Source: an optimization exercise on an open RTL-to-GDS flow (aim: small area and a short achievable clock period). Production flows keep margins and buffers that such runs may drop. In this exercise RTL edits were held to simulation tests only and were not proved equivalent to the original. Power is estimated from default activity; no workload was simulated.

### flow/constraint.sdc
create_clock -name core_clock -period 5.6 [get_ports {clk}]
set_input_delay 1.1200 -clock core_clock [delete_from_list [all_inputs] [get_ports {clk}]]
set_output_delay 1.1200 -clock core_clock [all_outputs]
set_load 0.01 [all_outputs]
### flow/config.mk
export PLATFORM = sky130hd
export DESIGN_NAME = lru_cache_4way
export DESIGN_NICKNAME = lru_cache_4way
export VERILOG_FILES = /design/flow/design.v
export SDC_FILE = /design/flow/constraint.sdc
export NUM_CORES = 4
export LEC_CHECK = 0
export CAP_MARGIN = 20
export CORE_MARGIN = 2
export CORE_UTILIZATION = 40
export SLEW_MARGIN = 20
### flow/run.sh
#!/bin/bash
# synth_recipe.tcl (not shown) runs the flow's synth.tcl, then flattens the netlist and writes it again
# the make line also repeats each setting of config.mk as NAME=value (left out here)
make -C /OpenROAD-flow-scripts/flow DESIGN_CONFIG=/design/flow/config.mk WORK_HOME=/design/flow/orfs CLKGATE_MAP_FILE= SYNTH_SCRIPT=/design/flow/synth_recipe.tcl finish
### flow/design.v
module lru_cache_4way #(
    parameter DEPTH       = 32,     
    parameter WAYS        = 4,      
    parameter TAG_BITS    = 31,
    parameter BLOCK_SIZE  = 8
)(
    input  logic clk,
    input  logic rst_n,
    input  logic wr_en,
    input  logic rd_en,
    input  logic [31:0] addr,               
    input  logic [BLOCK_SIZE-1:0] data_in,
    output logic [BLOCK_SIZE-1:0] data_out,
    output logic [BLOCK_SIZE-1:0] data_evicted,
    output logic                  data_evict_en
);
    localparam NUM_SETS   = DEPTH / WAYS;
    localparam INDEX_BITS = $clog2(NUM_SETS);
    localparam WAY_BITS   = $clog2(WAYS);
    logic [TAG_BITS-1:0]   line_tag   [DEPTH-1:0];
    logic [BLOCK_SIZE-1:0] line_value [DEPTH-1:0];
    logic                  line_valid [DEPTH-1:0];
    logic [WAY_BITS-1:0]   line_lru   [DEPTH-1:0];   
    logic [TAG_BITS-1:0]   addr_tag;
    logic [INDEX_BITS-1:0] addr_index;
    assign addr_index = addr[0 +: INDEX_BITS];
    assign addr_tag   = addr[31 -: TAG_BITS];
    logic [TAG_BITS-1:0]   set_tag   [WAYS-1:0];
    logic [BLOCK_SIZE-1:0] set_value [WAYS-1:0];
    logic                  set_valid [WAYS-1:0];
    logic [WAY_BITS-1:0]   set_lru   [WAYS-1:0];
    always_comb begin
        for (int w = 0; w < WAYS; w++) begin
            set_tag[w]   = '0;
            set_value[w] = '0;
            set_valid[w] = 1'b0;
            set_lru[w]   = '0;
            for (int s = 0; s < NUM_SETS; s++) begin
                if (addr_index == s[INDEX_BITS-1:0]) begin
                    set_tag[w]   = line_tag[s * WAYS + w];
                    set_value[w] = line_value[s * WAYS + w];
                    set_valid[w] = line_valid[s * WAYS + w];
                    set_lru[w]   = line_lru[s * WAYS + w];
                end
            end
        end
    end
    logic hit;
    logic [WAY_BITS-1:0] hit_way;
    logic [WAY_BITS-1:0] lru_way_comb;
    logic [BLOCK_SIZE-1:0] data_out_comb;
    logic [BLOCK_SIZE-1:0] data_evicted_comb;
    logic data_evict_en_comb;
    always_comb begin
        hit = 1'b0;
        hit_way = '0;
        for (int i = 0; i < WAYS; i++) begin
            if (set_valid[i] && set_tag[i] == addr_tag) begin
                hit = 1'b1;
                hit_way = i[WAY_BITS-1:0];
            end
        end
    end
    always_comb begin
        lru_way_comb = '0;
        for (int i = 1; i < WAYS; i++) begin
            if (set_lru[i] > set_lru[lru_way_comb])
                lru_way_comb = i[WAY_BITS-1:0];
        end
    end
    always_comb begin
        data_out_comb      = '0;
        data_evicted_comb  = '0;
        data_evict_en_comb = 1'b0;
        if (wr_en) begin
            if (hit) begin
                data_out_comb = set_value[hit_way];
            end
            else begin
                if (set_valid[lru_way_comb]) begin
                    data_evicted_comb  = set_value[lru_way_comb];
                    data_evict_en_comb = 1'b1;
                end
            end
        end
        else if (rd_en && hit) begin
            data_out_comb = set_value[hit_way];
        end
    end
    always_ff @(posedge clk or negedge rst_n) begin
        if (!rst_n) begin
            for (int i = 0; i < DEPTH; i++) begin
                line_valid[i] <= 1'b0;
                line_lru[i]   <= WAY_BITS'(i % WAYS);
                line_tag[i]   <= '0;
                line_value[i] <= '0;
            end
            data_out      <= '0;
            data_evicted  <= '0;
            data_evict_en <= 1'b0;
        end
        else begin
            data_out      <= data_out_comb;
            data_evicted  <= data_evicted_comb;
            data_evict_en <= data_evict_en_comb;
            for (int s = 0; s < NUM_SETS; s++) begin
                if (addr_index == s[INDEX_BITS-1:0]) begin
                    for (int j = 0; j < WAYS; j++) begin
                        if (wr_en) begin
                            if (hit && j == int'(hit_way)) begin
                                line_value[s * WAYS + j] <= data_in;
                                line_lru[s * WAYS + j]   <= '0;
                            end
                            else if (!hit && j == int'(lru_way_comb)) begin
                                line_tag[s * WAYS + j]   <= addr_tag;
                                line_value[s * WAYS + j] <= data_in;
                                line_valid[s * WAYS + j] <= 1'b1;
                                line_lru[s * WAYS + j]   <= '0;
                            end
                            else begin
                                line_lru[s * WAYS + j] <= line_lru[s * WAYS + j] + 1'b1;
                            end
                        end
                        else if (rd_en && hit) begin
                            if (j == int'(hit_way))
                                line_lru[s * WAYS + j] <= '0;
                            else
                                line_lru[s * WAYS + j] <= line_lru[s * WAYS + j] + 1'b1;
                        end
                    end
                end
            end
        end
    end
endmodule
==> results of run 1 <==
state kept, by name, summed over array words and instances (netlist names):
name,cells
data_evict_en,1
data_evicted,8
data_out,8
line_lru,64
line_tag,992
line_valid,32
line_value,256
worst min path at each step:
stage	start	depth (start not counted)	endpoint
floorplan	line_tag[11][0]$_DFFE_PN0P_	2	line_tag[11][0]$_DFFE_PN0P_
global placement	line_tag[13][0]$_DFFE_PN0P_	1	line_tag[13][0]$_DFFE_PN0P_
detailed placement	line_valid[15]$_DFFE_PN0P_	1	line_valid[15]$_DFFE_PN0P_
CTS	rst_n	1	line_tag[4][29]$_DFFE_PN0P_
global route	rst_n	1	line_tag[4][2]$_DFFE_PN0P_
finish	rst_n	1	line_tag[0][18]$_DFFE_PN0P_
cell usage after synthesis (all sizes together) (11+ instances only):
| master | count |
|---|---|
| mux2i | 240 |
| nand2 | 187 |
| mux2 | 1284 |
| o221ai | 29 |
| nor2b | 78 |
| a22o | 18 |
| nor2 | 164 |
| nand4 | 32 |
| nand2b | 82 |
| buf | 241 |
| mux4 | 106 |
| o21ai | 176 |
| dfstp | 32 |
| clkbuf | 213 |
| a21oi | 138 |
| nand3 | 47 |
| nor3 | 29 |
| and2 | 13 |
| a31oi | 16 |
| or2 | 81 |
| a22oi | 59 |
| dfrtp | 1329 |
| a211oi | 51 |
| o21a | 24 |
| a21o | 25 |
| inv | 55 |
| o22ai | 97 |
| xor2 | 28 |
| xnor2 | 62 |
| nor4 | 26 |
| o2111ai | 11 |
| a221oi | 36 |
worst register-to-register path, delay by kind of cell, from the launching register on:
| kind | cells | cell delay [ns] |
|---|---|---|
| AOI/OAI and AO/OA | 6 | 0.92 |
| adders and majority gates | 3 | 0.86 |
| buffers and inverters | 2 | 0.25 |
| DFF | 1 | 0.45 |
| muxes | 3 | 1.16 |
| and+or+nand+nor | 7 | 1.33 |
logic make-up after synthesis:
logic type | share of synthesized area [%]
DFF | 51.5
xor gates and xnor gates | 1.19
muxes | 29.1
AOI/OAI and AO/OA | 7.90
and+or+nand+nor | 6.60
adders and majority gates | 0.132
buffers and inverters | 3.63
report_power, final:
group | leakage, nW | switching, mW | internal, mW | total [mW]
clock network | 2.59 | 4.16 | 6.40 | 10.6
registers | 17.3 | 2.31 | 14.3 | 16.6
logic | 14.9 | 6.32 | 7.98 | 14.3
total | 34.8 | 12.8 | 28.7 | 41.5
layout by cell type, fill, tap and decap left out, types with 37 or more instances in the layout:
cell type	instances
clkbuf_1	37
o22ai_1	97
mux2_4	262
a22oi_1	59
nand2_1	183
mux2i_1	240
a211oi_1	51
nand3_1	45
inv_1	53
o21ai_0	143
a21oi_1	128
nand2b_1	80
buf_4	341
mux2_2	1000
xnor2_1	62
buf_12	116
or2_2	80
clkbuf_16	159
nor2b_1	73
nor2_1	130
mux4_2	106
dfrtp_1	1329
final cells by class:
type                    count  area (sq um)  area share, %
flip-flops and latches   1361         34100           43.3
multi-input cells        3313         31100           39.5
repair buffers            517          5340           6.78
clock buffers             231          4600           5.84
well taps                2189          2740           3.48
clock inverters            42           671          0.852
inverters                  55           214          0.272
diodes                      2          5.00        0.00636
routing by layer:
| layer | vias to the layer above | global-route usage, % |
|---|---|---|
| met5 | - | 0 |
| met4 | 4 | 6.58 |
| met3 | 317 | 3.96 |
| met2 | 1272 | 36.8 |
| met1 | 23700 | 34.9 |
| li1 | 19300 | - |
==> impl_results.md, run 1 <==
* CP arrival at 6.02 ns
* Die ar. at 169,000 sq um
* Register area share after synthesis at 51.5%
* Global Route Usage Sum at about a quarter
* Max H-tree Level at 4
* Pwr/cell area at 527 nW/um^2
* Initial cell density of the core at 40.2%
* CP Class: input pin to register
* Layout net count at between 5,000 and 6,000
* Met1 Wirelength at 94.0 mm
* Yosys warnings at 9
* Total setup buffers inserted after CTS at 0
* DRC viols at 0
* Final Cell Area at 78,700 sq um
* Initial antenna violation count at 11
* Final Util at between 40% and 50%
* Mapped Area at 66,200 sq um
* First-pass GRT wire length at 306 mm
* RSZ-0062 raised after global routing: false
* Min Tclk post-route at 5.35 ns
* Setup slack, reg-to-reg at about 0.53 ns
* Clock buffer depth at 3
* Setup crit end: line_value[15][2]$_DFFE_PN0P_
* Die W at 411 microns
* DR top layer: met5
* Root buf cell: clkbuf_16
* Largest net degree at the start of global routing at 149
* CP Launch Type: input pin
* MaxCap Viol Count at 0
* Max stage delay on crit path at 0.76 ns
* CTS tree: built
* Post-synth net total at 5,234
* Area leader, netlist: dfrtp_1
* Ports at 61
* Status: no timing/DRC/antenna violations
* Port Buf Inserts at 60
* #FFs+latches synth at 1,361
* Clock slew at reported path FFs at 0.06 ns
* Yosys top cell area share at between 50% and 60%
* Setup TNS Final at 0 ns
* Total Wirelength at between 200 and 250 mm
* CTS Buf Count at ~150
* Post-synth EDFFs at 0
* Most used DFF post-synth: dfrtp_1
* Worst skew pair latency at 0.79 ns
* Final setup viols at 0
* Fraction of layout cells with a size suffix above 1 at 41.7%
* Critical path depth in cells at 15
* # hold bufs at CTS at 0
* Detailed Place HPWL at 133 mm
* Final hold violations at 0
* Wire length on met2 at 91.2 mm
* Final WS setup at 0.247 ns
* Congestion Overflow GR at 0
* Max_slew headroom at 39.5%
* DP Worst Slack at -0.367 ns
* Routed met3 length at 11.3 mm
* Row count at 149
* Core box area at between 150,000 and 200,000 sq um
* R2r startpoint: line_lru[8][0]$_DFFE_PN0P_
* Iteration-0 DRC Markers at 3,758
* Clock net sink count at 1,361
* CP Max Fanout at 76
* DP Area at between 70,000 and 80,000 sq um
* Resize count post-CTS at 0
* Clock Skew at 0.0276 ns
* Global placement routability congestion at about 0.91
* Worst path cell trace: buf_8 > buf_4 > buf_12 > nor2b_4 > buf_12 > a22oi_1 > a21o_1 > and3_1 > a211o_1 > or4_1 > nor4_4 > buf_12 > a21o_1 > nor2b_1 > mux2_2
* Post-route ant nets at 0
* Vias per cell at ~5.8
* Fmax at between 150 and 200 MHz
* Worst hold slack at 0.325 ns
* FFs w/ async S/R, synth at between 90% and 100%
* Crit. End Element: register
* Slowest cell on crit path: nor2b_4
* Avg Inst Size Synth at between 10 and 15 sq um
* P_leak at 34.8 nW
* Cells after Synth at around 5,200
* Routed vias at 44,600
* Power consumption at between 40 and 50 mW
* Max Transition Viols Final at 0
* Worst vdd ir at 0.411 mV
* CP startpoint: addr[0]
* Worst-margin pin slew at 0.907 ns
* Chip Height at 411 microns
* Worst endpoint required time at 6.27 ns
* Final clock period utilization by the worst path at between 90% and 100%
* # fillers at 14,500
* CP delay by family, top: simple AND/OR/NAND/NOR gates
* Non-Filler Instances at 7,710
* Crit path buf inv count at 5
* Placed cells at 7,435
* Min-delay worst type: input pin to async pin
* Reg-to-reg endpoint: line_value[15][2]$_DFFE_PN0P_
* Wire length per cell at 26.1 microns
* Area growth, synth to finish at 18.9%
* Netlist cell types at 92
* Iteration count of the initial detailed-routing pass at 6
* Vias in the first global route at 45,700
* Top cell by count, worst path: buf_12
* Area contributors post-synth: dfrtp_1 50%, mux2_2 21%, mux2i_1 3.6%
* Depth of the worst register-to-register path at 21
==> inputs of run 2 (changes only) <==
==> flow/design.v (replaced) <==
module lru_cache_4way #(
    parameter DEPTH       = 32,     
    parameter WAYS        = 4,      
    parameter TAG_BITS    = 31,
    parameter BLOCK_SIZE  = 8
)(
    input  logic clk,
    input  logic rst_n,
    input  logic wr_en,
    input  logic rd_en,
    input  logic [31:0] addr,               
    input  logic [BLOCK_SIZE-1:0] data_in,
    output logic [BLOCK_SIZE-1:0] data_out,
    output logic [BLOCK_SIZE-1:0] data_evicted,
    output logic                  data_evict_en
);
    localparam NUM_SETS   = DEPTH / WAYS;    
    localparam INDEX_BITS = $clog2(NUM_SETS);
    localparam WAY_BITS   = $clog2(WAYS);
    localparam STAG_BITS  = 32 - INDEX_BITS;   
    logic [STAG_BITS-1:0]  line_tag   [NUM_SETS-1:0][WAYS-1:0];
    logic [BLOCK_SIZE-1:0] line_value [NUM_SETS-1:0][WAYS-1:0];
    logic                  line_valid [NUM_SETS-1:0][WAYS-1:0];
    logic [WAY_BITS-1:0]   line_lru   [NUM_SETS-1:0][WAYS-1:0];
    logic [INDEX_BITS-1:0] idx;
    logic [STAG_BITS-1:0]  atag;
    assign idx  = addr[INDEX_BITS-1:0];
    assign atag = addr[31:INDEX_BITS];
    logic [NUM_SETS-1:0] sdec;
    always_comb
        for (int s = 0; s < NUM_SETS; s++)
            sdec[s] = (idx == s[INDEX_BITS-1:0]);
    logic [STAG_BITS-1:0]  set_tag   [WAYS-1:0];
    logic [BLOCK_SIZE-1:0] set_value [WAYS-1:0];
    logic                  set_valid [WAYS-1:0];
    logic [WAY_BITS-1:0]   set_lru   [WAYS-1:0];
    always_comb begin
        for (int w = 0; w < WAYS; w++) begin
            set_tag[w]   = '0;
            set_value[w] = '0;
            set_valid[w] = 1'b0;
            set_lru[w]   = '0;
            for (int s = 0; s < NUM_SETS; s++) begin
                set_tag[w]   = set_tag[w]   | ({STAG_BITS{sdec[s]}}  & line_tag[s][w]);
                set_value[w] = set_value[w] | ({BLOCK_SIZE{sdec[s]}} & line_value[s][w]);
                set_valid[w] = set_valid[w] | (sdec[s] & line_valid[s][w]);
                set_lru[w]   = set_lru[w]   | ({WAY_BITS{sdec[s]}}   & line_lru[s][w]);
            end
        end
    end
    logic [WAYS-1:0] hv;
    logic hit;
    always_comb
        for (int w = 0; w < WAYS; w++)
            hv[w] = set_valid[w] && (set_tag[w] == atag);
    assign hit = |hv;
    logic [WAY_BITS-1:0] lru_way;
    always_comb begin
        lru_way = '0;
        for (int i = 1; i < WAYS; i++)
            if (set_lru[i] > set_lru[lru_way])
                lru_way = i[WAY_BITS-1:0];
    end
    logic [WAYS-1:0] lv;
    always_comb
        for (int w = 0; w < WAYS; w++)
            lv[w] = (lru_way == w[WAY_BITS-1:0]);
    logic [WAYS-1:0] sel;
    assign sel = hit ? hv : lv;
    logic [BLOCK_SIZE-1:0] sel_value;
    logic                  lru_valid;
    always_comb begin
        sel_value = '0;
        lru_valid = 1'b0;
        for (int w = 0; w < WAYS; w++) begin
            sel_value = sel_value | ({BLOCK_SIZE{sel[w]}} & set_value[w]);
            lru_valid = lru_valid | (lv[w] & set_valid[w]);
        end
    end
    logic wr, acc, evict;
    assign wr    = wr_en;
    assign acc   = wr_en | (rd_en & hit);
    assign evict = wr_en & ~hit & lru_valid;
    always_ff @(posedge clk or negedge rst_n) begin
        if (!rst_n) begin
            data_out      <= '0;
            data_evicted  <= '0;
            data_evict_en <= 1'b0;
        end else begin
            data_out      <= ((wr_en | rd_en) & hit) ? sel_value : '0;
            data_evicted  <= evict ? sel_value : '0;
            data_evict_en <= evict;
        end
    end
    always_ff @(posedge clk or negedge rst_n) begin
        if (!rst_n) begin
            for (int s = 0; s < NUM_SETS; s++)
                for (int w = 0; w < WAYS; w++) begin
                    line_valid[s][w] <= 1'b0;
                    line_lru[s][w]   <= WAY_BITS'(w);
                end
        end else begin
            for (int s = 0; s < NUM_SETS; s++)
                for (int w = 0; w < WAYS; w++)
                    if (sdec[s] && acc) begin
                        if (sel[w]) line_lru[s][w] <= '0;
                        else        line_lru[s][w] <= line_lru[s][w] + 1'b1;
                        if (wr && !hit && lv[w]) line_valid[s][w] <= 1'b1;
                    end
        end
    end
    always_ff @(posedge clk) begin
        for (int s = 0; s < NUM_SETS; s++)
            for (int w = 0; w < WAYS; w++)
                if (sdec[s] && wr) begin
                    if (sel[w]) line_value[s][w] <= data_in;
                    if (!hit && lv[w]) line_tag[s][w] <= atag;
                end
    end
endmodule
==> run 2 against run 1 <==
Combinational power shrank 55%. Worst hold slack gained 0.092 ns. Design area shrank 20%. Synthesized cell count shrank 42%. Worst setup slack gained 0.29 ns. Global-route usage shrank 2.3 points. Sequential power shrank 26%. Final cell count shrank 32%. Clock power shrank 15%. Total power shrank 33%. Wire length shrank 28%. Critical path depth grew 8. Critical endpoint is now line_value[10][2]$_DFFE_PP_. Largest cell class unchanged. Highest routed layer is now met4.
==> impl_results.md, run 2 <==
* Most common cell after layout, fill and taps aside: edfxtp_1
* Area leader, netlist: edfxtp_1
* Initial antenna violation count at 7 (-4)
* Netlist cell types at 84 (-8.7%)
* Die W at 367 microns (-11%)
* DP Worst Slack at -0.213 ns (+0.155 ns)
* CP Max Fanout at 11 (-86%)
* CTS Buf Count at 135 (-12%)
* Resize count post-CTS at 0 (unchanged)
* Area growth, synth to finish at 19.6%
* Area contributors post-synth: edfxtp_1 67%, mux4_2 5.1%, mux2i_1 5.1%
* RSZ-0062 raised after global routing: false
* Max_slew headroom at 26.2% (-13 points)
* Worst-margin pin slew at 1.10 ns (+0.197 ns)
* CP arrival at 5.44 ns (-0.58 ns)
* #FFs+latches synth at 1,297 (-4.7%)
* Sequential cell area at 38,400 sq um (+13%)
* Core box area at 131,000 sq um (-20%)
* Post-synth net total at 3,053 (-42%)
* CP Class: input pin to register
* Biggest register: line_tag
* Avg Inst Size Synth at 17.6 sq um (+38%)
* Vias per cell at 5.70 (-1.5%)
* Routed vias at 29,800 (-33%)
* Largest net degree at the start of global routing at 102 (-32%)
* Wire length per cell at 27.9 microns (+6.6%)
* Clock Skew at 0.0313 ns (+0.00370 ns)
* Yosys warnings at 9 (unchanged)
* Root buf cell: clkbuf_16
* Clock slew at reported path FFs at 0.06 ns (about the same)
* Vias in the first global route at 29,700 (-35%)
* Cells after Synth at 3,002 (-42%)
* Commonest non-fill, non-tap cells in the layout: 1,184 x edfxtp_1, 268 x mux2i_1, 236 x buf_4
* Ports at 61 (unchanged)
* Non-Filler Instances at 5,234 (-32%)
* Total Wirelength at 146 mm (-28%)
* Mapped Area at 52,800 sq um (-20%)
* Worst vdd ir at 0.407 mV (-0.92%)
* # hold bufs at CTS at 0 (unchanged)
* Detailed Place HPWL at 92.9 mm (-30%)
* Fmax at 198 MHz (+5.7%)
* Clock net sink count at 1,297 (-4.7%)
* Biggest regs: line_tag: 928 flops, line_value: 256 flops, line_lru: 64 flops
* Most used DFF post-synth: edfxtp_1
* Max H-tree Level at 4 (unchanged)
* Port Buf Inserts at 60 (unchanged)
* Final setup viols at 0 (unchanged)
* Status: no timing/DRC/antenna violations
* R2r startpoint: line_lru[23][1]$_DFFE_PN0P_
* CTS tree: built
* Row count at 133 (-11%)
* Yosys top cell area share at 67.4% (+17 points)
* Chip Height at 367 microns (-11%)
* Layout net count at 3,420 (-37%)
* Power consumption at 27.7 mW (-33%)
* Depth of the worst register-to-register path at 22 (+4.8%)
* Top cells by count, synth: 1,184 x edfxtp_1, 268 x mux2i_1, 159 x a22oi_1
* Die ar. at 135,000 sq um (-20%)
* DRC viols at 0 (unchanged)
* Initial cell density of the core at 40.2% (about the same)
* Reg-to-reg endpoint: line_value[10][2]$_DFFE_PP_
* Total setup buffers inserted after CTS at 0 (unchanged)
* Register area share after synthesis at 72.8% (+21 points)
* Worst hold slack at 0.417 ns (+0.0925 ns)
* CP startpoint: addr[0]
* Setup TNS Final at 0 ns (unchanged)
* Pwr/cell area at 439 nW/um^2 (-17%)
* Min-delay worst type: input pin to async pin
* # fillers at 10,900 (-24%)
* Global Route Usage Sum at 21.7% (-2.3 points)
* Setup crit end: line_value[10][2]$_DFFE_PP_
* Placed cells at 4,986 (-33%)
* FFs w/ async S/R, synth at 8.71% (-91 points)
* Max reg flops at 928 (-6.5%)
* Iteration-0 DRC Markers at 3,266 (-13%)
* Global placement routability congestion at 0.856 (-6.0%)
* CP Launch Type: input pin
* Fraction of layout cells with a size suffix above 1 at 24.6% (-17 points)
* Congestion Overflow GR at 0 (unchanged)
* Worst skew pair latency at 0.77 ns (-0.02 ns)
* Crit. End Element: register
* Final clock period utilization by the worst path at 90.4% (-5.2 points)
* Clock buffer depth at 3 (unchanged)
* Setup slack, reg-to-reg at 0.69 ns (+0.16 ns)
* Post-synth EDFFs at 1,184 (+1,184)
* Final hold violations at 0 (unchanged)
* Final WS setup at 0.537 ns (+0.291 ns)
* Iteration count of the initial detailed-routing pass at 6 (unchanged)
* Post-route ant nets at 0 (unchanged)
* MaxCap Viol Count at 0 (unchanged)
* Most common cell in the netlist: edfxtp_1
* Multi-input logic area at 13,700 sq um (-56%)
* P_leak at 21.3 nW (-39%)
* First-pass GRT wire length at 213 mm (-31%)
* Worst endpoint required time at 5.98 ns (-0.29 ns)
* Max Transition Viols Final at 0 (unchanged)
* Min Tclk post-route at 5.06 ns (-0.291 ns)
==> run 2: worst min-delay path by stage <==
| stage | end | slack (ns) | depth (start not counted) |
|---|---|---|---|
| 2_1_floorplan | line_valid[28]$_DFFE_PN0P_ | 0.42 | 1 |
| 3_3_place_gp | line_valid[5]$_DFFE_PN0P_ | 0.44 | 1 |
| 3_5_place_dp | line_valid[13]$_DFFE_PN0P_ | 0.45 | 1 |
| 4_1_cts | line_lru[15][1]$_DFFE_PN0P_ | 0.39 | 1 |
| 5_1_grt | line_lru[9][0]$_DFFE_PN0P_ | 0.44 | 1 |
| 6_report | line_lru[25][0]$_DFFE_PN0P_ | 0.42 | 1 |
==> run 2: per-stage QoR <==
step | instance area, sq um | util [%]
6_report | 63100 | 48.1
5_1_grt | 63100 | 48.1
4_1_cts | 63100 | 48.1
3_5_place_dp | 58600 | 44.7
3_3_place_gp | 58600 | 44.7
2_1_floorplan | 53300 | -
==> run 2: critical path: stages <==
cell,delay [ns]
buf_8,0.14
mux2_4,0.32
a221oi_2,0.24
nor2_1,0.09
a221oi_2,0.24
ha_1,0.29
nor2b_1,0.14
o21a_2,0.22
o21a_1,0.20
ha_1,0.28
nand2_2,0.08
o21ai_4,0.08
nand2_1,0.06
o21ai_1,0.06
ha_1,0.30
nor2b_4,0.14
o21ai_4,0.17
buf_4,0.18
nand3_1,0.12
nor2_2,0.15
a21oi_2,0.10
buf_12,0.19
nor2_1,0.49
==> run 2: power breakdown <==
| part | leakage, nW | switching (mW) | internal (mW) |
|---|---|---|---|
| combinational | 7.19 | 3.78 | 2.62 |
| clock | 2.16 | 3.71 | 5.32 |
| sequential | 12.0 | 0.434 | 11.8 |
==> run 2: cells by family (layout without fill, tap and decap cells) <==
kind of cell               after synthesis  in the layout  synth area share (%)
DFF                                   1297           1297                  72.8
xor gates and xnor gates                65             65                  1.08
and+or+nand+nor                        507            507                  5.29
muxes                                  444            444                  11.4
adders and majority gates                7              7                 0.166
AOI/OAI and AO/OA                      488            488                  7.10
other                                    0              1                     0
buffers and inverters                  194            670                  2.16
==> run 2: layout make-up <==
type	count	share of cell area (%)
Multi-Input combinational cell	1511	21.8
Clock buffer	180	5.93
Tap cell	1755	3.48
Inverter	38	0.228
Sequential cell	1297	60.9
Clock inverter	66	1.12
Antenna cell	1	0.00396
Timing Repair Buffer	386	6.62
==> run 2: routing by layer <==
| layer | track usage [%] | share of wire [%] |
|---|---|---|
| met2 | 34.4 | 47 |
| met1 | 30.9 | 44 |
| met4 | 6.38 | 2.3 |
| met3 | 3.52 | 6.3 |
| met5 | 0 | 0 |
==> inputs of run 3 (changes only) <==
--- a/flow/design.v
+++ b/flow/design.v
@@ -54,26 +54,30 @@
         for (int w = 0; w < WAYS; w++)
             hv[w] = set_valid[w] && (set_tag[w] == atag);
     assign hit = |hv;
-    logic [WAY_BITS-1:0] lru_way;
-    always_comb begin
-        lru_way = '0;
-        for (int i = 1; i < WAYS; i++)
-            if (set_lru[i] > set_lru[lru_way])
-                lru_way = i[WAY_BITS-1:0];
-    end
+    logic [WAY_BITS-1:0] L [WAYS-1:0];
+    always_comb
+        for (int w = 0; w < WAYS; w++)
+            L[w] = set_lru[w] ^ WAY_BITS'(w);
     logic [WAYS-1:0] lv;
     always_comb
-        for (int w = 0; w < WAYS; w++)
-            lv[w] = (lru_way == w[WAY_BITS-1:0]);
+        for (int w = 0; w < WAYS; w++) begin
+            lv[w] = 1'b1;
+            for (int j = 0; j < WAYS; j++) begin
+                if (j < w && !(L[w] >  L[j])) lv[w] = 1'b0;
+                if (j > w && !(L[w] >= L[j])) lv[w] = 1'b0;
+            end
+        end
     logic [WAYS-1:0] sel;
     assign sel = hit ? hv : lv;
-    logic [BLOCK_SIZE-1:0] sel_value;
+    logic [BLOCK_SIZE-1:0] hit_value, lru_value;
     logic                  lru_valid;
     always_comb begin
-        sel_value = '0;
+        hit_value = '0;
+        lru_value = '0;
         lru_valid = 1'b0;
         for (int w = 0; w < WAYS; w++) begin
-            sel_value = sel_value | ({BLOCK_SIZE{sel[w]}} & set_value[w]);
+            hit_value = hit_value | ({BLOCK_SIZE{hv[w]}} & set_value[w]);
+            lru_value = lru_value | ({BLOCK_SIZE{lv[w]}} & set_value[w]);
             lru_valid = lru_valid | (lv[w] & set_valid[w]);
         end
     end
@@ -87,8 +91,8 @@
             data_evicted  <= '0;
             data_evict_en <= 1'b0;
         end else begin
-            data_out      <= ((wr_en | rd_en) & hit) ? sel_value : '0;
-            data_evicted  <= evict ? sel_value : '0;
+            data_out      <= (wr_en | rd_en) ? hit_value : '0;
+            data_evicted  <= evict ? lru_value : '0;
             data_evict_en <= evict;
         end
     end
@@ -97,14 +101,14 @@
             for (int s = 0; s < NUM_SETS; s++)
                 for (int w = 0; w < WAYS; w++) begin
                     line_valid[s][w] <= 1'b0;
-                    line_lru[s][w]   <= WAY_BITS'(w);
+                    line_lru[s][w]   <= '0;
                 end
         end else begin
             for (int s = 0; s < NUM_SETS; s++)
                 for (int w = 0; w < WAYS; w++)
                     if (sdec[s] && acc) begin
-                        if (sel[w]) line_lru[s][w] <= '0;
-                        else        line_lru[s][w] <= line_lru[s][w] + 1'b1;
+                        if (sel[w]) line_lru[s][w] <= WAY_BITS'(w);
+                        else        line_lru[s][w] <= ((line_lru[s][w] ^ WAY_BITS'(w)) + 1'b1) ^ WAY_BITS'(w);
                         if (wr && !hit && lv[w]) line_valid[s][w] <= 1'b1;
                     end
         end
==> run 3 against run 2 <==
Core utilization is 0.89 points lower. Clock skew is 0.0022 ns lower. Sequential cell count unchanged. Global-route usage shrank 0.58 points. Critical endpoint is now data_evicted[3]$_DFF_PN0_.
==> impl_results.md, run 3 <==
* Status: no timing/DRC/antenna violations
* Vias per cell at 5.74 (+0.70%)
* Setup slack, reg-to-reg at 1.42 ns (+0.73 ns)
* Fraction of layout cells with a size suffix above 1 at 20.5% (-4.1 points)
* CP Launch Type: input pin
* Netlist cell types at 81 (-3.6%)
* Area growth, synth to finish at 17.5%
* Worst hold slack at 0.409 ns (-0.00776 ns)
* Initial antenna violation count at 5 (-2)
* Die W at 367 microns (about the same)
* Total setup buffers inserted after CTS at 0 (unchanged)
* Ports at 61 (unchanged)
* Post-synth net total at 3,134 (+2.7%)
* DRC viols at 0 (unchanged)
* Most common cell after layout, fill and taps aside: edfxtp_1
* Max Transition Viols Final at 0 (unchanged)
* Post-synth EDFFs at 1,184 (unchanged)
* Reg-to-reg endpoint: line_tag[10][28]$_DFFE_PP_
* Clock net sink count at 1,297 (unchanged)
* Layout net count at 3,416 (-0.12%)
* Top cells by count, synth: 1,184 x edfxtp_1, 259 x mux2i_1, 177 x nor2_1
* Row count at 133 (unchanged)
* Worst-margin pin slew at 1.10 ns (-0.00125 ns)
* Area leader, netlist: edfxtp_1
* Largest net degree at the start of global routing at 63 (-38%)
* Iteration-0 DRC Markers at 3,640 (+11%)
* Biggest register: line_tag
* Depth of the worst register-to-register path at 13 (-41%)
* Wire length per cell at 27.4 microns (-1.7%)
* Root buf cell: clkbuf_16
* Port Buf Inserts at 60 (unchanged)
* Register area share after synthesis at 72.8% (about the same)
* Max H-tree Level at 4 (unchanged)
* Worst vdd ir at 0.351 mV (-14%)
* Most common cell in the netlist: edfxtp_1
* RSZ-0062 raised after global routing: false
* Clock buffer depth at 3 (unchanged)
* Chip Height at 367 microns (about the same)
* Setup TNS Final at 0 ns (unchanged)
* Avg Inst Size Synth at 17.1 sq um (-2.6%)
* Power consumption at 23.8 mW (-14%)
* Max reg flops at 928 (unchanged)
* Min-delay worst type: input pin to async pin
* Final clock period utilization by the worst path at 84.3% (-6.1 points)
* Final hold violations at 0 (unchanged)
* CP Class: input pin to register
* Core box area at 131,000 sq um (unchanged)
* Worst endpoint required time at 6.25 ns (+0.27 ns)
* First-pass GRT wire length at 208 mm (-2.1%)
* Final setup viols at 0 (unchanged)
* Area contributors post-synth: edfxtp_1 67%, dfrtp_1 5.4%, mux2i_1 4.9%
* Pwr/cell area at 384 nW/um^2 (-12%)
* Clock slew at reported path FFs at 0.06 ns (about the same)
* Crit. End Element: register
* Final WS setup at 0.877 ns (+0.340 ns)
* Initial cell density of the core at 40.2% (about the same)
* # hold bufs at CTS at 0 (unchanged)
* Min Tclk post-route at 4.72 ns (-0.340 ns)
* Vias in the first global route at 29,800 (+0.27%)
* Cells after Synth at 3,080 (+2.6%)
* Mapped Area at 52,700 sq um (about the same)
* CTS tree: built
* CP arrival at 5.38 ns (-0.06 ns)
* Most used DFF post-synth: edfxtp_1
* P_leak at 20.8 nW (-2.5%)
* Die ar. at 135,000 sq um (about the same)
* FFs w/ async S/R, synth at 8.71% (unchanged)
* Detailed Place HPWL at 90.6 mm (-2.5%)
* Yosys top cell area share at 67.4% (about the same)
* Total Wirelength at 143 mm (-1.9%)
* #FFs+latches synth at 1,297 (unchanged)
* MaxCap Viol Count at 0 (unchanged)
* Clock Skew at 0.0291 ns (-0.00219 ns)
* DP Worst Slack at 0.152 ns (+0.365 ns)
* Resize count post-CTS at 0 (unchanged)
* Global placement routability congestion at 0.921 (+7.6%)
* CP Max Fanout at 30 (+19)
* R2r startpoint: line_tag[6][8]$_DFFE_PP_
* Commonest non-fill, non-tap cells in the layout: 1,184 x edfxtp_1, 259 x mux2i_1, 184 x buf_4
* Post-route ant nets at 0 (unchanged)
* Max_slew headroom at 26.3% (+0.14 points)
* Yosys warnings at 10 (+1)
* CTS Buf Count at 137 (+1.5%)
* Fmax at 212 MHz (+7.2%)
* # fillers at 11,200 (+2.2%)
* Biggest regs: line_tag: 928 flops, line_value: 256 flops, line_lru: 64 flops
* Global Route Usage Sum at 21.1% (-0.58 points)
* Congestion Overflow GR at 0 (unchanged)
* Iteration count of the initial detailed-routing pass at 6 (unchanged)
* Routed vias at 30,000 (+0.49%)
* Worst skew pair latency at 0.77 ns (about the same)
[run 3: changes by cell type after synthesis, sizes merged, moves of 20 or more]
cell    before  now
o21bai       0   33
nor2       114  177
dfrtp       81  113
o21ai       34   55
nand3b       0   22
a221oi      36   62
a21oi       23   51
or2         36    4
a211oi      29    9
a22oi      159  130
dfstp       32    0
[run 3: layout make-up]
type,instances,area (sq um),share of cell area (%)
flip-flops and latches,1297,38400,61.9
multi-input cells,1579,13500,21.8
clock buffers,169,3630,5.86
repair buffers,312,3430,5.53
well taps,1755,2200,3.54
clock inverters,75,661,1.07
inverters,35,131,0.212
diodes,1,2.50,0.00404
[run 3: how the worst max path moves through the flow]
stage,from,endpoint,slack [ns],cells past startpoint
4_1_cts,addr[0],line_tag[6][23]$_DFFE_PP_,0.92,15
3_3_place_gp,addr[2],line_tag[12][27]$_DFFE_PP_,0.11,14
6_report,addr[2],data_evicted[3]$_DFF_PN0_,0.88,15
5_1_grt,addr[0],line_value[7][3]$_DFFE_PP_,0.73,15
3_5_place_dp,addr[0],line_tag[6][19]$_DFFE_PP_,0.15,15
2_1_floorplan,addr[2],line_value[11][0]$_DFFE_PP_,-0.05,19
[run 3: report_power, final]
group / switching [mW] / internal (mW)
registers: 0.352 / 11.2
clock network: 3.78 / 4.96
logic: 2.09 / 1.36
total: 6.22 / 17.6
[run 3: per-layer routing]
| metal | wire length [microns] | share of wire [%] | global-route usage [%] |
|---|---|---|---|
| met1 | 61300 | 43 | 29.8 |
| met2 | 68000 | 48 | 33.8 |
| met3 | 10100 | 7.1 | 3.20 |
| met4 | 3510 | 2.5 | 6.44 |
| met5 | 0 | 0 | 0 |
[run 3: critical path, stage by stage]
cell	delay, ns
buf_8	0.19
buf_4	0.22
and3b_1	0.31
buf_4	0.22
a222oi_1	0.37
nand3_1	0.25
ha_1	0.33
o22ai_1	0.16
nand2_1	0.10
or3_1	0.40
buf_4	0.24
o21ai_0	0.52
a221o_1	0.22
nand3_2	0.30
a21oi_1	0.36
[run 3: cell families after synthesis]
kind of cell	count (synthesis)	synth area share (%)
XOR/XNOR	63	1.05
adder cells (fa/ha/maj)	11	0.256
multiplexers	443	11.3
AO/OA/AOI/OAI	509	7.05
AND/OR/NAND/NOR	553	5.46
flip-flops	1297	72.8
buffers and inverters	204	2.12
[run 3: through the flow]
step / cell area [sq um] / util, % / std cells
floorplan: 53000 / - / 3080
global placement: 57300 / 43.7 / 4963
detailed placement: 57400 / 43.8 / 4967
CTS: 61700 / 47.0 / 5211
global route: 62000 / 47.3 / 5223
finish: 62000 / 47.3 / 5223
==> inputs of run 4 (changes only) <==
--- a/flow/config.mk
+++ b/flow/config.mk
@@ -7,5 +7,6 @@
 export LEC_CHECK = 0
 export CAP_MARGIN = 20
 export CORE_MARGIN = 2
-export CORE_UTILIZATION = 40
+export CORE_UTILIZATION = 60
+export CTS_BUF_LIST = sky130_fd_sc_hd__clkbuf_4 sky130_fd_sc_hd__clkbuf_8
 export SLEW_MARGIN = 20
==> run 4 against run 3 <==
Still clean on timing, DRC and antenna. Via count up 3.0%. Register-to-register slack improved by 0.18 ns. Final cell count shrank 8.8%. Fmax grew 1.1%. Critical path depth decreased by 4. Clock skew grew 0.016 ns. Sequential power barely moved. Core utilization grew 23 points. Synthesized cell count did not move. Design area down 1.2%. Largest power group unchanged.
==> impl_results.md, run 4 <==
* Status: no timing/DRC/antenna violations
* Final clock period utilization by the worst path at 83.4% (-0.91 points)
* Resize count post-CTS at 0 (unchanged)
* Wire length per cell at 29.8 microns (+8.9%)
* Ports at 61 (unchanged)
* DR top layer: met4
* Global Route Usage Sum at 31.8% (+11 points)
* Area contributors post-synth: edfxtp_1 67%, dfrtp_1 5.4%, mux2i_1 4.9%
* Max Transition Viols Final at 0 (unchanged)
* Area growth, synth to finish at 16.0%
* Netlist cell types at 81 (unchanged)
* Setup TNS Final at 0 ns (unchanged)
* #FFs+latches synth at 1,297 (unchanged)
* Total setup buffers inserted after CTS at 0 (unchanged)
* Clock buffer depth at 3 (unchanged)
* Routed met3 length at 11.6 mm (+14%)
* Most common cell in the netlist: edfxtp_1
* Most used DFF post-synth: edfxtp_1
* Yosys warnings at 10 (unchanged)
* First-pass GRT wire length at 206 mm (-0.98%)
* Yosys top cell area share at 67.4% (unchanged)
* Mapped Area at 52,700 sq um (unchanged)
* Setup slack, reg-to-reg at 1.60 ns (+0.18 ns)
* DP Area at 56,500 sq um (-1.5%)
* Max reg flops at 928 (unchanged)
* Wire length on met2 at 69.0 mm (+1.4%)
* Global placement routability congestion at 0.955 (+3.7%)
* Total Wirelength at 142 mm (-0.74%)
* CP arrival at 5.14 ns (-0.24 ns)
* Iteration-0 DRC Markers at 3,430 (-5.8%)
* Post-route ant nets at 0 (unchanged)
* Vias in the first global route at 30,700 (+3.1%)
* Worst vdd ir at 0.348 mV (-0.92%)
* Routed vias at 30,900 (+3.0%)
* Commonest non-fill, non-tap cells in the layout: 1,184 x edfxtp_1, 259 x mux2i_1, 209 x clkbuf_8
* CP Max Fanout at 34 (+13%)
* Most common cell after layout, fill and taps aside: edfxtp_1
* Row count at 108 (-19%)
* DRC viols at 0 (unchanged)
* CTS tree: built
* Pwr/cell area at 381 nW/um^2 (-0.71%)
* Register area share after synthesis at 72.8% (unchanged)
* Chip Height at 300 microns (-18%)
* RSZ-0062 raised after global routing: false
* Core box area at 86,900 sq um (-34%)
* Clock Skew at 0.0449 ns (+0.0158 ns)
* Biggest regs: line_tag: 928 flops, line_value: 256 flops, line_lru: 64 flops
* Final hold violations at 0 (unchanged)
* Initial antenna violation count at 5 (unchanged)
* FFs w/ async S/R, synth at 8.71% (unchanged)
* Biggest register: line_tag
* Post-synth net total at 3,134 (unchanged)
* Max_slew headroom at 23.1% (-3.3 points)
* Iteration count of the initial detailed-routing pass at 8 (+2)
* Top cells by count, synth: 1,184 x edfxtp_1, 259 x mux2i_1, 177 x nor2_1
* Congestion Overflow GR at 0 (unchanged)
* Clock slew at reported path FFs at 0.07 ns (about the same)
* Cells after Synth at 3,080 (unchanged)
* Die W at 300 microns (-18%)
* Worst path cell trace: buf_8 > buf_12 > mux4_2 > mux2i_1 > xnor2_1 > or4b_1 > nor4b_1 > and4b_1 > a31oi_2 > buf_12 > nor2_1
* Depth of the worst register-to-register path at 9 (-4)
* Post-synth EDFFs at 1,184 (unchanged)
* CP Class: input pin to register
* P_leak at 21.0 nW (+0.70%)
* Fraction of layout cells with a size suffix above 1 at 23.9% (+3.5 points)
* Die ar. at 90,300 sq um (-33%)
* Worst endpoint required time at 6.07 ns (-0.18 ns)
* CTS Buf Count at 200 (+46%)
* Worst skew pair latency at 0.88 ns (+0.11 ns)
* Detailed Place HPWL at 89.8 mm (-0.83%)
* Max stage delay on crit path at 0.64 ns (+0.12 ns)
* CP Launch Type: input pin
* Initial cell density of the core at 60.7% (+20 points)
* Crit. End Element: register
* Largest net degree at the start of global routing at 65 (+3.2%)
* Slowest cell on crit path: nor2_1
* Min-delay worst type: input pin to async pin
* Non-Filler Instances at 4,762 (-8.8%)
* Crit path buf inv count at 3 (-1)
* Top cell by count, worst path: buf_12
* Vias per cell at 6.48 (+13%)
* Reg-to-reg endpoint: line_value[4][1]$_DFFE_PP_
* Final Cell Area at 61,200 sq um (-1.2%)
* Placed cells at 4,375 (-12%)
* Final setup viols at 0 (unchanged)
* MaxCap Viol Count at 0 (unchanged)
* Fmax at 214 MHz (+1.1%)
* Min Tclk post-route at 4.67 ns (-0.0511 ns)
* Port Buf Inserts at 60 (unchanged)
* Layout net count at 3,496 (+2.3%)
* Area leader, netlist: edfxtp_1
* CP delay by family, top: simple AND/OR/NAND/NOR gates
* Worst-margin pin slew at 1.15 ns (+0.0488 ns)
* R2r startpoint: line_tag[24][4]$_DFFE_PP_
* Avg Inst Size Synth at 17.1 sq um (unchanged)
* Met1 Wirelength at 57.1 mm (-6.9%)
* Max H-tree Level at 4 (unchanged)
* # hold bufs at CTS at 0 (unchanged)
* Clock net sink count at 1,297 (unchanged)
* Root buf cell: clkbuf_8
-- run 4: cell counts after synthesis --
Identical to the previous run, type by type.
-- run 4: cell type report --
cell class	count	area, sq um
flip-flops and latches	1297	38400
fillers	5548	25700
multi-input cells	1579	13500
repair buffers	329	3510
clock buffers	260	3260
well taps	1155	1450
clock inverters	104	938
inverters	35	131
diodes	3	7.51
-- run 4: worst max-delay path by stage --
| stage | depth (start not counted) | start | endpoint | slack [ns] |
|---|---|---|---|---|
| floorplan | 19 | addr[2] | line_value[11][0]$_DFFE_PP_ | -0.05 |
| global placement | 14 | addr[0] | line_tag[8][28]$_DFFE_PP_ | 0.14 |
| detailed placement | 13 | addr[0] | line_tag[12][21]$_DFFE_PP_ | 0.04 |
| CTS | 13 | addr[0] | line_tag[12][13]$_DFFE_PP_ | 0.95 |
| global route | 14 | addr[0] | line_tag[19][5]$_DFFE_PP_ | 0.76 |
| finish | 11 | addr[0] | line_value[4][1]$_DFFE_PP_ | 0.93 |
-- run 4: kinds of logic (layout without fill, tap and decap cells) --
kind of cell    Yosys count  in the layout  synth area share [%]
buf+inv                 204            728                  2.12
xor+xnor                 63             63                  1.05
flops                  1297           1297                  72.8
mux                     443            443                  11.3
simple gates            553            553                  5.46
fa+ha+maj                11             11                 0.256
compound gates          509            509                  7.05
other cells               0              3                     0
-- run 4: per-layer routing --
metal / up-vias / GRT usage (%)
met3: 226 / 5.54
li1: 13200 / -
met1: 15900 / 44.1
met4: 0 / 11.1
met2: 1526 / 51.4
met5: - / 0
-- run 4: worst register-to-register path, cell delays in order (launching register included) --
cell	delay, ns
edfxtp_1	0.38
mux4_2	0.46
mux2i_1	0.27
xnor2_1	0.14
or4b_1	0.55
nor4b_1	0.34
and4b_1	0.55
a31oi_2	0.11
buf_12	0.17
nor2_1	0.64
-- run 4: power by group --
group          internal, mW  switching [mW]  leakage (nW)
Clock                  4.55            3.68          2.19
Combinational          1.39            2.09          6.73
Sequential             11.2           0.373          12.0
-- run 4: metrics by stage --
step / hold slack (ns) / power (mW) / utilization [%] / worst slack, ns
final: 0.334 / 23.3 / 70.4 / 0.929
after global routing: 0.365 / 24.1 / 70.4 / 0.761
after floorplan: 0.437 / 13.7 / - / -0.0477
after CTS: 0.309 / 23.3 / 69.9 / 0.952
after global placement: 0.453 / 15.1 / 65.0 / 0.136
after detailed placement: 0.463 / 15.2 / 65.0 / 0.0371
==> inputs of run 5 (changes only) <==
--- a/flow/design.v
+++ b/flow/design.v
@@ -18,6 +18,12 @@
     localparam INDEX_BITS = $clog2(NUM_SETS);
     localparam WAY_BITS   = $clog2(WAYS);
     localparam STAG_BITS  = 32 - INDEX_BITS;   
+    function automatic logic gt2(input logic [1:0] a, input logic [1:0] b);
+        gt2 = (a[1] & ~b[1]) | ((a[1] | ~b[1]) & a[0] & ~b[0]);
+    endfunction
+    function automatic logic [1:0] inc2(input logic [1:0] a);
+        inc2 = {a[1] ^ a[0], ~a[0]};
+    endfunction
     logic [STAG_BITS-1:0]  line_tag   [NUM_SETS-1:0][WAYS-1:0];
     logic [BLOCK_SIZE-1:0] line_value [NUM_SETS-1:0][WAYS-1:0];
     logic                  line_valid [NUM_SETS-1:0][WAYS-1:0];
@@ -63,8 +69,8 @@
         for (int w = 0; w < WAYS; w++) begin
             lv[w] = 1'b1;
             for (int j = 0; j < WAYS; j++) begin
-                if (j < w && !(L[w] >  L[j])) lv[w] = 1'b0;
-                if (j > w && !(L[w] >= L[j])) lv[w] = 1'b0;
+                if (j < w && !gt2(L[w], L[j])) lv[w] = 1'b0;
+                if (j > w && gt2(L[j], L[w])) lv[w] = 1'b0;
             end
         end
     logic [WAYS-1:0] sel;
@@ -108,7 +114,7 @@
                 for (int w = 0; w < WAYS; w++)
                     if (sdec[s] && acc) begin
                         if (sel[w]) line_lru[s][w] <= WAY_BITS'(w);
-                        else        line_lru[s][w] <= ((line_lru[s][w] ^ WAY_BITS'(w)) + 1'b1) ^ WAY_BITS'(w);
+                        else        line_lru[s][w] <= inc2(line_lru[s][w] ^ WAY_BITS'(w)) ^ WAY_BITS'(w);
                         if (wr && !hit && lv[w]) line_valid[s][w] <= 1'b1;
                     end
         end
--- a/flow/config.mk
+++ b/flow/config.mk
@@ -8,5 +8,4 @@
 export CAP_MARGIN = 20
 export CORE_MARGIN = 2
 export CORE_UTILIZATION = 60
-export CTS_BUF_LIST = sky130_fd_sc_hd__clkbuf_4 sky130_fd_sc_hd__clkbuf_8
 export SLEW_MARGIN = 20
==> run 5 against run 4 <==
Critical endpoint is now line_value[19][4]$_DFFE_PP_. Clock skew down 0.018 ns. Clock power up 5.7%. Worst hold slack improved by 0.14 ns. Final cell count shrank 8.6%. Critical path type unchanged.
==> impl_results.md, run 5 <==
* Depth of the worst register-to-register path at 10 (+1)
* Fraction of layout cells with a size suffix above 1 at 23.7% (-0.26 points)
* Clock buffer depth at 3 (unchanged)
* Biggest register: line_tag
* DRC viols at 0 (unchanged)
* Post-route ant nets at 0 (unchanged)
* Post-synth EDFFs at 1,184 (unchanged)
* Worst endpoint required time at 5.94 ns (-0.13 ns)
* Global Route Usage Sum at 29.9% (-1.9 points)
* Congestion Overflow GR at 0 (unchanged)
* Core box area at 85,400 sq um (-1.7%)
* Mapped Area at 51,900 sq um (-1.5%)
* Worst hold slack at 0.472 ns (+0.139 ns)
* Status: no timing/DRC/antenna violations
* Layout net count at 3,154 (-9.8%)
* Netlist cell types at 67 (-17%)
* Ant diodes at 0 (-3)
* Global placement routability congestion at 0.884 (-7.4%)
* Wire length per cell at 30.0 microns (+0.75%)
* Final hold violations at 0 (unchanged)
* Vias in the first global route at 28,700 (-6.3%)
* Crit. End Element: register
* Non-Filler Instances at 4,353 (-8.6%)
* Die ar. at 88,900 sq um (-1.5%)
* Final WS setup at 0.484 ns (-0.445 ns)
* Fmax at 195 MHz (-8.7%)
* P_leak at 20.4 nW (-2.8%)
* Port Buf Inserts at 60 (unchanged)
* Total setup buffers inserted after CTS at 0 (unchanged)
* Max reg flops at 928 (unchanged)
* MaxCap Viol Count at 0 (unchanged)
* Resize count post-CTS at 0 (unchanged)
* Initial antenna violation count at 4 (-1)
* Clock net sink count at 1,297 (unchanged)
* Yosys warnings at 10 (unchanged)
* Root buf cell: clkbuf_16
* Min Tclk post-route at 5.12 ns (+0.445 ns)
* Placed cells at 4,106 (-6.1%)
* Min-delay worst type: register to register
* Initial cell density of the core at 60.8% (+0.091 points)
* #FFs+latches synth at 1,297 (unchanged)
* FFs w/ async S/R, synth at 8.71% (unchanged)
* CP Class: input pin to register
* CP arrival at 5.45 ns (+0.31 ns)
* Area growth, synth to finish at 16.7%
* Iteration-0 DRC Markers at 3,087 (-10%)
* Cells after Synth at 2,809 (-8.8%)
* Number of cells on the worst hold path at 1
* Final Util at 70.9% (+0.48 points)
* Row count at 107 (-0.93%)
* Most common cell in the netlist: edfxtp_1
* DP Worst Slack at -0.152 ns (-0.189 ns)
* Final clock period utilization by the worst path at 91.4% (+7.9 points)
* Largest net degree at the start of global routing at 73 (+12%)
* Biggest regs: line_tag: 928 flops, line_value: 256 flops, line_lru: 64 flops
* CP Launch Type: input pin
* First-pass GRT wire length at 192 mm (-6.9%)
* Clock Skew at 0.0267 ns (-0.0182 ns)
* Detailed Place HPWL at 80.7 mm (-10%)
* Yosys top cell area share at 68.5% (+1.1 points)
* Die W at 298 microns (-0.77%)
* Avg Inst Size Synth at 18.5 sq um (+7.9%)
* RSZ-0062 raised after global routing: false
* CTS Buf Count at 132 (-34%)
* Most used DFF post-synth: edfxtp_1
* Routed vias at 28,300 (-8.3%)
* Ports at 61 (unchanged)
* Pwr/cell area at 372 nW/um^2 (-2.3%)
* CP Max Fanout at 26 (-24%)
* Register area share after synthesis at 73.9% (+1.1 points)
* Commonest non-fill, non-tap cells in the layout: 1,184 x edfxtp_1, 203 x buf_4, 189 x mux4_2
* # hold bufs at CTS at 0 (unchanged)
* # fillers at 5,433 (-2.1%)
* Vias per cell at 6.51 (+0.36%)
* Area leader, netlist: edfxtp_1
* Chip Height at 298 microns (-0.77%)
* Total Wirelength at 131 mm (-7.9%)
* Iteration count of the initial detailed-routing pass at 6 (-2)
* Clock slew at reported path FFs at 0.06 ns (about the same)
* Area contributors post-synth: edfxtp_1 68%, mux4_2 8.2%, dfrtp_1 5.4%
* Max_slew headroom at 24.2% (+1.1 points)
* Max Transition Viols Final at 0 (unchanged)
* Worst vdd ir at 0.406 mV (+17%)
* Post-synth net total at 2,853 (-9.0%)
* Worst-margin pin slew at 1.13 ns (-0.0181 ns)
* Top cells by count, synth: 1,184 x edfxtp_1, 189 x mux4_2, 185 x mux2i_1
* Max H-tree Level at 4 (unchanged)
* CTS tree: built
* Most common cell after layout, fill and taps aside: edfxtp_1
* Worst skew pair latency at 0.73 ns (-0.15 ns)
* Final setup viols at 0 (unchanged)
[run 5: cell type report]
class	count	area, sq um	share of cell area (%)
Sequential cell	1297	38400	63.4
Tap cell	1144	1430	2.36
Clock buffer	171	3640	6.01
Inverter	38	144	0.238
Timing Repair Buffer	335	3600	5.94
Clock inverter	62	623	1.03
Multi-Input combinational cell	1306	12800	21.1
[run 5: critical path, cell delays in order]
cell and delay [ns]:
buf_8 0.32, buf_12 0.24, nor2b_1 0.53, buf_4 0.24
a22oi_1 0.09, a21oi_1 0.19, o221ai_1 0.13, or4_1 0.58
or4_1 0.62, nor2_1 0.23, nor2_1 0.07, buf_4 0.18
nor2_1 0.86
[run 5: worst paths after layout]
| kind | start | to | slack (ns) |
|---|---|---|---|
| max in group asynchronous | rst_n | line_valid[19]$_DFFE_PN0P_ | 3.89 |
| min in group asynchronous | rst_n | data_evicted[2]$_DFF_PN0_ | 0.53 |
| max reg2reg | line_tag[2][28]$_DFFE_PP_ | line_value[30][4]$_DFFE_PP_ | 1.27 |
| min | line_valid[25]$_DFFE_PN0P_ | line_valid[25]$_DFFE_PN0P_ | 0.47 |
| max | addr[2] | line_value[19][4]$_DFFE_PP_ | 0.48 |
| min reg2reg | line_valid[25]$_DFFE_PN0P_ | line_valid[25]$_DFFE_PN0P_ | 0.47 |
[run 5: kinds of logic after synthesis]
logic type | Yosys count | synth area share, %
fa+ha+maj | 5 | 0.0964
compound gates | 382 | 5.59
flops | 1297 | 73.9
buf+inv | 206 | 2.07
mux | 429 | 13.0
simple gates | 386 | 3.61
xor+xnor | 104 | 1.75
[run 5: where the power goes]
part	switching [mW]	internal (mW)	total, mW	leakage (nW)
registers	0.317	11.1	11.4	12.0
clock network	3.54	5.16	8.70	2.08
logic	1.44	1.04	2.47	6.28
total	5.29	17.3	22.6	20.4
[run 5: stage by stage]
step | cell area (sq um) | total power [mW] | TNS (ns)
2_1_floorplan | 51900 | 12.9 | -26.72
3_3_place_gp | 55900 | 13.9 | -11.06
3_5_place_dp | 56000 | 14.0 | -36.77
4_1_cts | 60300 | 22.7 | 0
5_1_grt | 60600 | 23.3 | 0
6_report | 60600 | 22.6 | 0
[run 5: layer usage]
layer | vias up | part of all wire, % | GRT usage [%]
met5 | - | 0.0099 | 0
met4 | 2 | 2.5 | 8.58
met3 | 218 | 7.5 | 4.86
met2 | 1212 | 48 | 47.4
met1 | 14900 | 42 | 43.6
li1 | 12000 | - | -
==> inputs of run 6 (changes only) <==
--- a/flow/config.mk
+++ b/flow/config.mk
@@ -5,7 +5,9 @@
 export SDC_FILE = /design/flow/constraint.sdc
 export NUM_CORES = 4
 export LEC_CHECK = 0
+export ABC_CLOCK_PERIOD_IN_PS = 3000
 export CAP_MARGIN = 20
 export CORE_MARGIN = 2
 export CORE_UTILIZATION = 60
+export SETUP_SLACK_MARGIN = 2.5
 export SLEW_MARGIN = 20
==> run 6 against run 5 <==
Still clean. Count of clock-buffer cells in the layout shrank 3. Wire length grew 16%. Sequential share of layout area shrank 4.6 points. Fmax grew 17%. Design area grew 7.7%. Synthesized area is the same. Via count grew 8.8%. Register-to-register slack gained 0.24 ns.
==> impl_results.md, run 6 <==
* Final hold violations at 0 (unchanged)
* Pwr/cell area at 363 nW/um^2 (-2.6%)
* Chip Height at 298 microns (unchanged)
* Most common cell after layout, fill and taps aside: edfxtp_1
* Most used DFF post-synth: edfxtp_1
* Reg power frac at 48.3% (-2.2 points)
* RSZ-0062 raised after global routing: true
* Final setup viols at 0 (unchanged)
* Setup TNS Final at 0 ns (unchanged)
* Iteration count of the initial detailed-routing pass at 7 (+1)
* Top cells by count, synth: 1,184 x edfxtp_1, 189 x mux4_2, 185 x mux2i_1
* Sequential cell area at 38,400 sq um (unchanged)
* NetSw at 5.85 mW (+10%)
* FFs w/ async S/R, synth at 8.71% (unchanged)
* MaxCap Viol Count at 0 (unchanged)
* Min Tclk post-route at 4.37 ns (-0.749 ns)
* Die ar. at 88,900 sq um (unchanged)
* Worst hold slack at 0.272 ns (-0.200 ns)
* Internal power at 17.8 mW (+3.2%)
* Max Transition Viols Final at 0 (unchanged)
* Comb power frac at 14.0% (+3.0 points)
* Worst skew pair latency at 0.74 ns (about the same)
* Sw Share at 24.7% (+1.2 points)
* Total Wirelength at 151 mm (+16%)
* Min-delay worst type: input pin to async pin
* Worst endpoint required time at 6.09 ns (+0.15 ns)
* Mapped Area at 51,900 sq um (unchanged)
* Worst vdd ir at 0.331 mV (-18%)
* Clk pwr share at 37.7% (-0.9 points)
* CP Class: input pin to register
* Post-route ant nets at 0 (unchanged)
* Die W at 298 microns (unchanged)
* Clock slew at reported path FFs at 0.06 ns (about the same)
* # fillers at 4,800 (-12%)
* CP Launch Type: input pin
* Register area share after synthesis at 73.9% (unchanged)
* Row count at 107 (unchanged)
* DRC viols at 0 (unchanged)
* Iteration-0 DRC Markers at 4,074 (+32%)
* Final Util at 76.4% (+5.5 points)
* CTS Buf Count at 134 (+1.5%)
* Port Buf Inserts at 60 (unchanged)
* Final clock period utilization by the worst path at 78.0% (-13 points)
* Yosys warnings at 10 (unchanged)
* Most common cell in the netlist: edfxtp_1
* CTS tree: built
* Crit. End Element: register
* CP Max Fanout at 9 (-65%)
* Congestion Overflow GR at 0 (unchanged)
* Biggest register: line_tag
* Commonest non-fill, non-tap cells in the layout: 1,184 x edfxtp_1, 189 x mux4_2, 184 x buf_4
* Vias per cell at 6.73 (+3.4%)
* Biggest regs: line_tag: 928 flops, line_value: 256 flops, line_lru: 64 flops
* Status: no timing/DRC/antenna violations
* First-pass GRT wire length at 208 mm (+8.6%)
* Depth of the worst register-to-register path at 13 (+3)
* Cells after Synth at 2,809 (unchanged)
* Multi-input logic area at 13,600 sq um (+6.5%)
* Reg-to-reg endpoint: line_tag[9][24]$_DFFE_PP_
* Wire length per cell at 33.0 microns (+10%)
* Netlist cell types at 67 (unchanged)
* Routed vias at 30,800 (+8.8%)
* R2r startpoint: line_tag[14][23]$_DFFE_PP_
* Global Route Usage Sum at 32.8% (+2.9 points)
* Largest net degree at the start of global routing at 77 (+5.5%)
* #FFs+latches synth at 1,297 (unchanged)
* Fmax at 229 MHz (+17%)
* Setup slack, reg-to-reg at 1.51 ns (+0.24 ns)
* Avg Inst Size Synth at 18.5 sq um (unchanged)
* Detailed Place HPWL at 82.6 mm (+2.3%)
* Core box area at 85,400 sq um (unchanged)
* Layout net count at 3,371 (+6.9%)
* Area contributors post-synth: edfxtp_1 68%, mux4_2 8.2%, dfrtp_1 5.4%
* Post-synth EDFFs at 1,184 (unchanged)
* P_leak at 22.4 nW (+9.8%)
* Fraction of layout cells with a size suffix above 1 at 31.5% (+7.9 points)
* Worst-margin pin slew at 1.19 ns (+0.0525 ns)
* Clock net sink count at 1,297 (unchanged)
* Initial cell density of the core at 60.8% (unchanged)
* Initial antenna violation count at 4 (unchanged)
* Vias in the first global route at 29,700 (+3.2%)
* CP arrival at 4.86 ns (-0.59 ns)
* Yosys top cell area share at 68.5% (unchanged)
* Max_slew headroom at 20.8% (-3.4 points)
* Area growth, synth to finish at 25.7%
* Max H-tree Level at 4 (unchanged)
* Ports at 61 (unchanged)
* Max reg flops at 928 (unchanged)
* Post-synth net total at 2,853 (unchanged)
* Clock Skew at 0.0232 ns (-0.00353 ns)
* Clock buffer depth at 3 (unchanged)
* Area leader, netlist: edfxtp_1
* Root buf cell: clkbuf_16
* Global placement routability congestion at 0.923 (+4.4%)
[run 6: cell counts after synthesis]
No cell type changed its count.
[run 6: critical path, cell delays in order]
cell       delay, ns
buf_16          0.16
buf_16          0.16
buf_12          0.15
mux4_2          0.51
mux2i_1         0.21
xor2_1          0.21
nand4_1         0.35
or4_4           0.53
or3_4           0.44
o2111ai_4       0.11
nor2_4          0.14
nand2_4         0.12
buf_12          0.14
buf_12          0.11
nor2_4          0.08
clkbuf_16       0.26
[run 6: layer usage]
metal	wire length, microns	global-route usage [%]
met1	57800	47.3
met2	73000	52.5
met3	15800	5.07
met4	4730	9.72
met5	0	0
[run 6: through the flow]
stage / power, mW / setup WS, ns / instance area (sq um) / instances
6_report: 23.7 / 1.23 / 65300 / 4579
5_1_grt: 24.3 / 1.16 / 65300 / 4578
4_1_cts: 23.3 / 1.35 / 62900 / 4444
3_5_place_dp: 14.1 / -0.0118 / 55900 / 4067
3_3_place_gp: 14.0 / 0.0361 / 55800 / 4065
2_1_floorplan: 13.1 / 1.14 / 52700 / 2809
[run 6: layout make-up]
cell class	instances	share of cell area, %
Sequential cell	1297	58.8
Multi-Input combinational cell	1324	20.8
Timing Repair Buffer	532	11.2
Clock buffer	168	5.56
Tap cell	1144	2.19
Clock inverter	75	1.17
Inverter	38	0.222
Antenna cell	1	0.00383
[run 6: repair_timing]
action	CTS	global route
gates cloned	46	38
setup endpoints to repair	1297	1297
buffers inserted	88	95
pin swaps	50	66
resized for setup	185	116
hold buffers	0	0
[run 6: worst max-delay path by stage]
stage,start,end,slack (ns),cells after the start
2_1_floorplan,addr[0],line_lru[23][0]$_DFFE_PN0P_,1.14,15
3_3_place_gp,addr[0],line_value[30][5]$_DFFE_PP_,0.04,14
3_5_place_dp,addr[0],line_lru[3][0]$_DFFE_PN0P_,-0.01,13
4_1_cts,addr[0],line_tag[1][4]$_DFFE_PP_,1.35,15
5_1_grt,addr[0],line_tag[10][20]$_DFFE_PP_,1.16,16
6_report,addr[0],line_tag[9][24]$_DFFE_PP_,1.23,16
[run 6: cells by family (layout without fill, tap and decap cells)]
logic type / Yosys count / in the layout / synth area share (%)
flip-flops: 1297 / 1297 / 73.9
AND/OR/NAND/NOR: 386 / 404 / 3.61
adder cells (fa/ha/maj): 5 / 5 / 0.0964
XOR/XNOR: 104 / 104 / 1.75
buffers and inverters: 206 / 813 / 2.07
multiplexers: 429 / 429 / 13.0
AO/OA/AOI/OAI: 382 / 382 / 5.59
other: 0 / 1 / 0
[run 6: power groups by stage]
stage          clock [mW]  combinational, mW  sequential (mW)
6_report             8.93               3.32             11.4
5_1_grt              9.39               3.47             11.5
4_1_cts              8.98               2.94             11.4
3_5_place_dp            0               2.48             11.6
3_3_place_gp            0               2.42             11.6
2_1_floorplan           0               1.59             11.5

==> afterwards: timing with drivers on the ports <==
No port has a modelled driver above. Below, the same layouts with a new extraction and two added sets of constraints.
Step 1 assumes that a clkbuf_16 drives the clock port and a buf_2 every other input.
Step 2 times the ports against the registers' clock, not the clock port: input delays grow and output delays shrink by t, the midpoint of the rising clock arrivals with the driver on.
a / b / c = ideal ports / drivers / drivers and shift; a / b = the first two.
run | t (ns) | setup WS [ns] | worst setup path after step 2 | worst register clock-pin slew, ns | worst data-port slew with drivers (ns)
run 1 | 0.857 | 0.247 / 0.284 / -0.573 | input to register | 0.07 / 0.07 | 0.13
run 2 | 0.817 | 0.537 / 0.426 / -0.391 | input to register | 0.07 / 0.07 | 0.18
run 3 | 0.827 | 0.877 / 0.876 / 0.050 | input to register | 0.06 / 0.06 | 0.07
run 4 | 0.917 | 0.929 / 0.937 / 0.019 | input to register | 0.07 / 0.07 | 0.06
run 5 | 0.784 | 0.484 / 0.499 / -0.286 | input to register | 0.07 / 0.07 | 0.12
run 6 | 0.809 | 1.232 / 1.104 / 0.294 | input to register | 0.07 / 0.07 | 0.29
Met with ideal ports but missed after step 2: setup timing in run 1, run 2 and run 5. The setup slack of run 6, which loses most, moves by -0.128 ns with the drivers and by -0.938 ns with both steps.
